Background: an optimization exercise with open tools, aiming at small area, a short achievable clock period and few clock cycles per item. Do not read the settings as production practice.
Where RTL was checked, it was by simulation tests only, not by an equivalence proof against the original.

## mdc_b
module mdc_b(
    input ld, clk,
    input [31:0] i_a, i_b,
    output [31:0] res,
    output done);
Size in the first run: about 1200 cells after synthesis, about 99 I/O pins.
==> module mdc_b, before the edit <==
module mdc_b(
    input ld, clk,
    input [31:0] i_a, i_b,
    output [31:0] res,
    output done);
    reg [31:0] a, b;
    reg [4:0]  k;
    wire bz = (b == 32'd0);
    wire kz = (k == 5'd0);
    wire both_odd = a[0] & b[0];
    wire a_even   = ~a[0];
    wire [32:0] d   = {1'b0, a} - {1'b0, b};
    wire        neg = d[32];
    wire [32:0] y = both_odd ? d : a_even ? {1'b0, a} : {1'b0, b};
    wire [8:0]  x = both_odd ? (a[8:0] ^ b[8:0]) : a_even ? a[8:0] : b[8:0];
    wire [2:0] sh = x[1] ? 3'd0 : x[2] ? 3'd1 : x[3] ? 3'd2 : x[4] ? 3'd3 :
                    x[5] ? 3'd4 : x[6] ? 3'd5 : x[7] ? 3'd6 : 3'd7;
    wire       big = (x[8:1] == 8'd0);
    wire [32:0] y1 = {y[32], y[32:1]};
    wire [40:0] yx = {{8{y1[32]}}, y1} >> sh;
    wire [32:0] ys = yx[32:0];
    wire        fix = both_odd & neg;
    wire [31:0] nb  = fix ? {~ys[31:1], 1'b1} : ys[31:0];
    always @(posedge clk)
        if (ld) begin
            a <= i_a;
            b <= i_b;
            k <= 5'd0;
        end else if (bz) begin
            if (!kz) begin
                a <= {a[30:0], 1'b0};
                k <= k - 5'd1;
            end
        end else if (!a[0] && !b[0]) begin
            a <= {1'b0, a[31:1]};
            b <= {1'b0, b[31:1]};
            k <= k + 5'd1;
        end else if (fix && big) begin
            a <= b;
            b <= a;
        end else begin
            if (a_even || (both_odd && !neg))
                a <= b;
            b <= nb;
        end
    assign res = a;
    assign done = bz & kz;
endmodule
Settings: LEC_CHECK=0, CAP_MARGIN=20, CORE_MARGIN=2, CORE_UTILIZATION=40, SLEW_MARGIN=20; clock period 5.5 ns.
run.sh (not shown) runs the stock make flow with config.mk's settings and CLKGATE_MAP_FILE= SYNTH_SCRIPT=/design/flow/synth_recipe.tcl, a recipe that flattens the netlist after the stock synthesis.
The baseline completed without violations.
Testbench counts at the start, summed over its fixed seeds: cycles 73,086, items 3,200.
Then changed:
==> flow/design.v (replaced) <==
module mdc_b(  
    input ld, clk,
    input [31:0] i_a, i_b,
    output [31:0] res,  
    output done);  
    reg [31:0] a, b;
    always @(posedge clk)
        if (ld) begin  
            a <= i_a;  
            b <= i_b;  
        end
        else  
            if (b <= a)
                a <= a - b;
            else
                b <= b - a;
    assign res = a + b;
    assign done = !(a && b);
endmodule
What happened:
- global-route usage went down by 0.38 points
- critical path depth fell by 3
- synthesized cell count went down by roughly a tenth
- worst setup slack degrades by 550 ps
- fmax drops by roughly a tenth
- area after synthesis goes down by a few percent
- design area came out lower by a few percent
- worst hold slack is better by 410 ps
Testbench counts after the change, summed over its fixed seeds: cycles 560,273, items 3,200.


Another version of the RTL of mdc_b (not shown whole).
Size: roughly 1100 cells after synthesis.
==> module mdc_b, before the edit <==
module mdc_b(
    input ld, clk,
    input [31:0] i_a, i_b,
    output [31:0] res,
    output done);
    reg [31:0] a, b;
    reg [4:0]  k;
    reg        bo;    
    wire bz = (b == 32'd0);
    wire kz = (k == 5'd0);
    wire [31:0] bg  = b & {32{bo}};
    wire [31:0] gg = a & ~bg;
    wire [31:0] pp = ~(a ^ bg);
    reg  [31:0] G, P;
    integer i, j;
    always @* begin
        G = gg; P = pp;
        for (i = 1; i <= 5; i = i + 1)
            for (j = (1 << i) - 1; j < 32; j = j + (1 << i)) begin
                G[j] = G[j] | (P[j] & G[j - (1 << (i - 1))]);
                P[j] = P[j] & P[j - (1 << (i - 1))];
            end
        for (i = 5; i > 0; i = i - 1)
            for (j = (1 << i) + (1 << (i - 1)) - 1; j < 32; j = j + (1 << i)) begin
                G[j] = G[j] | (P[j] & G[j - (1 << (i - 1))]);
                P[j] = P[j] & P[j - (1 << (i - 1))];
            end
    end
    wire [32:0] c   = {G | P, 1'b1};
    wire [32:0] d   = {~c[32], pp ^ c[31:0]};
    wire        eq  = P[31];
    wire        neg = d[32];
    wire both_even  = ~a[0] & ~b[0];
    wire [8:0]  x   = (a[8:0] ^ bg[8:0]) | {7'd0, both_even, 1'b0};
    wire [2:0] sh = x[1] ? 3'd0 : x[2] ? 3'd1 : x[3] ? 3'd2 : x[4] ? 3'd3 :
                    x[5] ? 3'd4 : x[6] ? 3'd5 : x[7] ? 3'd6 : 3'd7;
    wire       big = (x[8:1] == 8'd0);
    wire [40:0] yx = {{9{neg}}, d[32:1]} >> sh;
    wire [31:0] ys = yx[31:0];
    wire [31:0] nb = neg ? {~ys[31:1], 1'b1} : ys;
    reg [31:0] an, bn;
    reg [4:0]  kn;
    always @* begin
        an = a; bn = b; kn = k;
        if (ld) begin
            an = i_a;
            bn = i_b;
            kn = 5'd0;
        end else if (bz) begin
            bn = 32'd0;   
            if (!kz) begin
                an = {a[30:0], 1'b0};
                kn = k - 5'd1;
            end
        end else if (both_even) begin
            an = {1'b0, b[31:1]};
            bn = nb;
            kn = k + 5'd1;
        end else if (!b[0] || (neg && big)) begin
            an = b;
            bn = a;
        end else begin
            if (!neg)
                an = b;
            bn = nb;
        end
    end
    always @(posedge clk) begin
        a  <= an;
        b  <= bn;
        k  <= kn;
        bo <= an[0] & bn[0];
    end
    assign res = a;
    assign done = kz & (bz | (eq & a[0]));
endmodule
==> flow/config.mk <==
export PLATFORM = sky130hd
export DESIGN_NAME = mdc_b
export DESIGN_NICKNAME = mdc_b
export VERILOG_FILES = /design/flow/design.v
export SDC_FILE = /design/flow/constraint.sdc
export NUM_CORES = 4
export LEC_CHECK = 0
export ABC_AREA = 1
export CAP_MARGIN = 20
export CORE_MARGIN = 2
export CORE_UTILIZATION = 50
export CTS_BUF_LIST = sky130_fd_sc_hd__clkbuf_4 sky130_fd_sc_hd__clkbuf_8
export SETUP_SLACK_MARGIN = 1.9
export SLEW_MARGIN = 20
==> flow/constraint.sdc <==
create_clock -name core_clock -period 5.5 [get_ports {clk}]
set_input_delay 1.1000 -clock core_clock [delete_from_list [all_inputs] [get_ports {clk}]]
set_output_delay 1.1000 -clock core_clock [all_outputs]
set_load 0.01 [all_outputs]
standard.sh (not shown) runs the stock make flow with config.mk's settings and CLKGATE_MAP_FILE= SYNTH_SCRIPT=/design/flow/synth_recipe.tcl, a recipe that flattens the netlist after the stock synthesis.
==> flow/flow/run.sh <==
#!/bin/bash
# Standard layout, except that the port buffers are the smallest buffer
# (sky130_fd_sc_hd__buf_1) rather than the cell buffer_ports picks by itself.
# Every input and output port still gets its own buffer.
set -o pipefail
export BUFFER_PORTS_ARGS="-inputs -outputs -buffer_cell sky130_fd_sc_hd__buf_1"
bash standard.sh > standard.log 2>&1
Testbench counts at the start, summed over its fixed seeds: cycles 72,118, items 3,200.
Change:
--- a/flow/design.v
+++ b/flow/design.v
@@ -3,14 +3,13 @@
     input [31:0] i_a, i_b,
     output [31:0] res,
     output done);
     reg [31:0] a, b;
     reg [4:0]  k;
-    reg        bo;    
     wire bz = (b == 32'd0);
     wire kz = (k == 5'd0);
-    wire [31:0] bg  = b & {32{bo}};
+    wire [31:0] bg  = b & {32{a[0]}};
     wire [31:0] gg = a & ~bg;
     wire [31:0] pp = ~(a ^ bg);
     reg  [31:0] G, P;
     integer i, j;
     always @* begin
@@ -36,41 +35,30 @@
                     x[5] ? 3'd4 : x[6] ? 3'd5 : x[7] ? 3'd6 : 3'd7;
     wire       big = (x[8:1] == 8'd0);
     wire [40:0] yx = {{9{neg}}, d[32:1]} >> sh;
     wire [31:0] ys = yx[31:0];
     wire [31:0] nb = neg ? {~ys[31:1], 1'b1} : ys;
-    reg [31:0] an, bn;
-    reg [4:0]  kn;
-    always @* begin
-        an = a; bn = b; kn = k;
+    always @(posedge clk)
         if (ld) begin
-            an = i_a;
-            bn = i_b;
-            kn = 5'd0;
+            a <= i_a;
+            b <= i_b;
+            k <= 5'd0;
         end else if (bz) begin
-            bn = 32'd0;   
             if (!kz) begin
-                an = {a[30:0], 1'b0};
-                kn = k - 5'd1;
+                a <= {a[30:0], 1'b0};
+                k <= k - 5'd1;
             end
         end else if (both_even) begin
-            an = {1'b0, b[31:1]};
-            bn = nb;
-            kn = k + 5'd1;
+            a <= {1'b0, b[31:1]};
+            b <= nb;
+            k <= k + 5'd1;
         end else if (!b[0] || (neg && big)) begin
-            an = b;
-            bn = a;
+            a <= b;
+            b <= a;
         end else begin
             if (!neg)
-                an = b;
-            bn = nb;
+                a <= b;
+            b <= nb;
         end
-    end
-    always @(posedge clk) begin
-        a  <= an;
-        b  <= bn;
-        k  <= kn;
-        bo <= an[0] & bn[0];
-    end
     assign res = a;
     assign done = kz & (bz | (eq & a[0]));
 endmodule
What happened:
- The changed run finished with timing, DRC and antenna clean
- synthesized area climbs by 3.5%
- global-route usage increases by 0.78 points
- die area came out higher by 3.3%
- setup slack degrades by 0.24 ns
- utilization decreases by 0.19 points
Testbench counts after the change, summed over its fixed seeds: cycles 72,118, items 3,200.


Another version of the RTL of mdc_b (not shown whole).
Size: about 1,100 cells after synthesis, ~70 flip-flops.
==> module mdc_b, before the edit <==
module mdc_b(
    input ld, clk,
    input [31:0] i_a, i_b,
    output [31:0] res,
    output done);
    reg [31:0] a, b;
    reg [4:0]  k;
    reg        bo;    
    wire bz = (b == 32'd0);
    wire kz = (k == 5'd0);
    wire [31:0] bg  = b;
    wire [31:0] gg = a & ~bg;
    wire [31:0] pp = ~(a ^ bg);
    reg  [31:0] G, P;
    integer i, j;
    always @* begin
        G = gg; P = pp;
        for (i = 1; i <= 5; i = i + 1)
            for (j = (1 << i) - 1; j < 32; j = j + (1 << i)) begin
                G[j] = G[j] | (P[j] & G[j - (1 << (i - 1))]);
                P[j] = P[j] & P[j - (1 << (i - 1))];
            end
        for (i = 5; i > 0; i = i - 1)
            for (j = (1 << i) + (1 << (i - 1)) - 1; j < 32; j = j + (1 << i)) begin
                G[j] = G[j] | (P[j] & G[j - (1 << (i - 1))]);
                P[j] = P[j] & P[j - (1 << (i - 1))];
            end
    end
    wire [32:0] c   = {G | P, 1'b1};
    wire [32:0] d   = {~c[32], pp ^ c[31:0]};
    wire        eq  = P[31];
    wire        neg = d[32];
    wire both_even  = ~a[0] & ~b[0];
    wire [32:0] y   = bo ? d : {1'b0, a};
    wire [8:0]  x   = (bo ? (a[8:0] ^ b[8:0]) : a[8:0]) | {7'd0, both_even, 1'b0};
    wire [2:0] sh = x[1] ? 3'd0 : x[2] ? 3'd1 : x[3] ? 3'd2 : x[4] ? 3'd3 :
                    x[5] ? 3'd4 : x[6] ? 3'd5 : x[7] ? 3'd6 : 3'd7;
    wire       big = (x[8:1] == 8'd0);
    wire        sneg = bo & neg;
    wire [40:0] yx = {{9{sneg}}, y[32:1]} >> sh;
    wire [31:0] ys = yx[31:0];
    wire [31:0] nb = sneg ? {~ys[31:1], 1'b1} : ys;
    reg [31:0] an, bn;
    reg [4:0]  kn;
    always @* begin
        an = a; bn = b; kn = k;
        if (ld) begin
            an = i_a;
            bn = i_b;
            kn = 5'd0;
        end else if (bz) begin
            if (!kz) begin
                an = {a[30:0], 1'b0};
                kn = k - 5'd1;
            end
        end else if (both_even) begin
            an = {1'b0, b[31:1]};
            bn = nb;
            kn = k + 5'd1;
        end else if (!b[0] || (sneg && big)) begin
            an = b;
            bn = a;
        end else begin
            if (!sneg)
                an = b;
            bn = nb;
        end
    end
    always @(posedge clk) begin
        a  <= an;
        b  <= bn;
        k  <= kn;
        bo <= an[0] & bn[0];
    end
    assign res = a;
    assign done = kz & (bz | (eq & a[0]));
endmodule
Settings: LEC_CHECK=0, ABC_AREA=1, CAP_MARGIN=20, CORE_MARGIN=2, CORE_UTILIZATION=50, CTS_BUF_LIST=sky130_fd_sc_hd__clkbuf_4 sky130_fd_sc_hd__clkbuf_8, SETUP_SLACK_MARGIN=1.7, SLEW_MARGIN=20; clock period 5.5 ns.
Scripts as last shown in full above: flow/flow/run.sh
The first run finished clean.
==> next run, changes <==
--- a/flow/design.v
+++ b/flow/design.v
@@ -4,11 +4,13 @@
     output [31:0] res,
     output done);
     reg [31:0] a, b;
+    reg        bs;    
     reg [4:0]  k;
     reg        bo;    
+    wire [31:0] ba = {b[31:1] ^ {31{bs}}, b[0]};
     wire bz = (b == 32'd0);
     wire kz = (k == 5'd0);
-    wire [31:0] bg  = b;
+    wire [31:0] bg  = ba & {32{bo}};
     wire [31:0] gg = a & ~bg;
     wire [31:0] pp = ~(a ^ bg);
     reg  [31:0] G, P;
@@ -31,22 +33,21 @@
     wire        eq  = P[31];
     wire        neg = d[32];
     wire both_even  = ~a[0] & ~b[0];
-    wire [32:0] y   = bo ? d : {1'b0, a};
-    wire [8:0]  x   = (bo ? (a[8:0] ^ b[8:0]) : a[8:0]) | {7'd0, both_even, 1'b0};
+    wire [8:0]  x   = (a[8:0] ^ bg[8:0]) | {7'd0, both_even, 1'b0};
     wire [2:0] sh = x[1] ? 3'd0 : x[2] ? 3'd1 : x[3] ? 3'd2 : x[4] ? 3'd3 :
                     x[5] ? 3'd4 : x[6] ? 3'd5 : x[7] ? 3'd6 : 3'd7;
     wire       big = (x[8:1] == 8'd0);
-    wire        sneg = bo & neg;
-    wire [40:0] yx = {{9{sneg}}, y[32:1]} >> sh;
+    wire [40:0] yx = {{9{neg}}, d[32:1]} >> sh;
     wire [31:0] ys = yx[31:0];
-    wire [31:0] nb = sneg ? {~ys[31:1], 1'b1} : ys;
     reg [31:0] an, bn;
+    reg        bsn;
     reg [4:0]  kn;
     always @* begin
-        an = a; bn = b; kn = k;
+        an = a; bn = b; bsn = bs; kn = k;
         if (ld) begin
             an = i_a;
             bn = i_b;
+            bsn = 1'b0;
             kn = 5'd0;
         end else if (bz) begin
             if (!kz) begin
@@ -54,21 +55,25 @@
                 kn = k - 5'd1;
             end
         end else if (both_even) begin
-            an = {1'b0, b[31:1]};
-            bn = nb;
+            an = {1'b0, ba[31:1]};
+            bn = ys;
+            bsn = 1'b0;
             kn = k + 5'd1;
-        end else if (!b[0] || (sneg && big)) begin
-            an = b;
+        end else if (!b[0] || (neg && big)) begin
+            an = ba;
             bn = a;
+            bsn = 1'b0;
         end else begin
-            if (!sneg)
-                an = b;
-            bn = nb;
+            if (!neg)
+                an = ba;
+            bn = ys;
+            bsn = neg;
         end
     end
     always @(posedge clk) begin
         a  <= an;
         b  <= bn;
+        bs <= bsn;
         k  <= kn;
         bo <= an[0] & bn[0];
     end
Utilization rose by 5.6 points.
Wire length came out higher by 2.1%.
Sequential share of layout area came out lower by 0.62 points.
Final cell count came out lower by 4.8%.
Worst setup slack loses 0.25 ns.
Count of clock-buffer cells in the layout shrinks by 2.
Via count came out lower by 4.2%.
No run of this note included a check of the RTL's function; only the layout flow was run.

[static timing again, ports no longer ideal]
Ports are ideal in the flow. The routed layouts listed here were re-timed in OpenROAD.
Step 1 sets driving cells, clkbuf_16 on the clock port and buf_2 on the other inputs (assumed; they add their load-dependent delay and slew).
Step 2, shift: input delay + t, output delay - t, t = (earliest + latest rising clock arrival at the registers) / 2. This alone moves slack from input paths to output paths.
Slacks: ideal ports / drivers / drivers and shift; pairs: ideal ports / drivers.
run	t (ns)	setup WS [ns]	worst hold slack (ns)	worst register clock-pin slew, ns
the first run of note 1	0.371	0.800 / 0.800 / 0.800	0.485 / 0.485 / 0.485	0.06 / 0.06
the second run of note 1	0.399	0.253 / 0.206 / 0.605	0.893 / 0.893 / 0.893	0.06 / 0.06
the first run of note 2	0.386	2.028 / 1.994 / 2.114	0.515 / 0.515 / 0.515	0.08 / 0.08
the second run of note 2	0.391	1.784 / 1.750 / 2.035	0.483 / 0.483 / 0.483	0.09 / 0.09
the first run of note 3	0.416	1.819 / 1.779 / 1.885	0.525 / 0.525 / 0.525	0.09 / 0.09
the second run of note 3	0.416	1.571 / 1.532 / 1.829	0.502 / 0.502 / 0.502	0.10 / 0.10
After both steps every run listed still meets setup and hold.
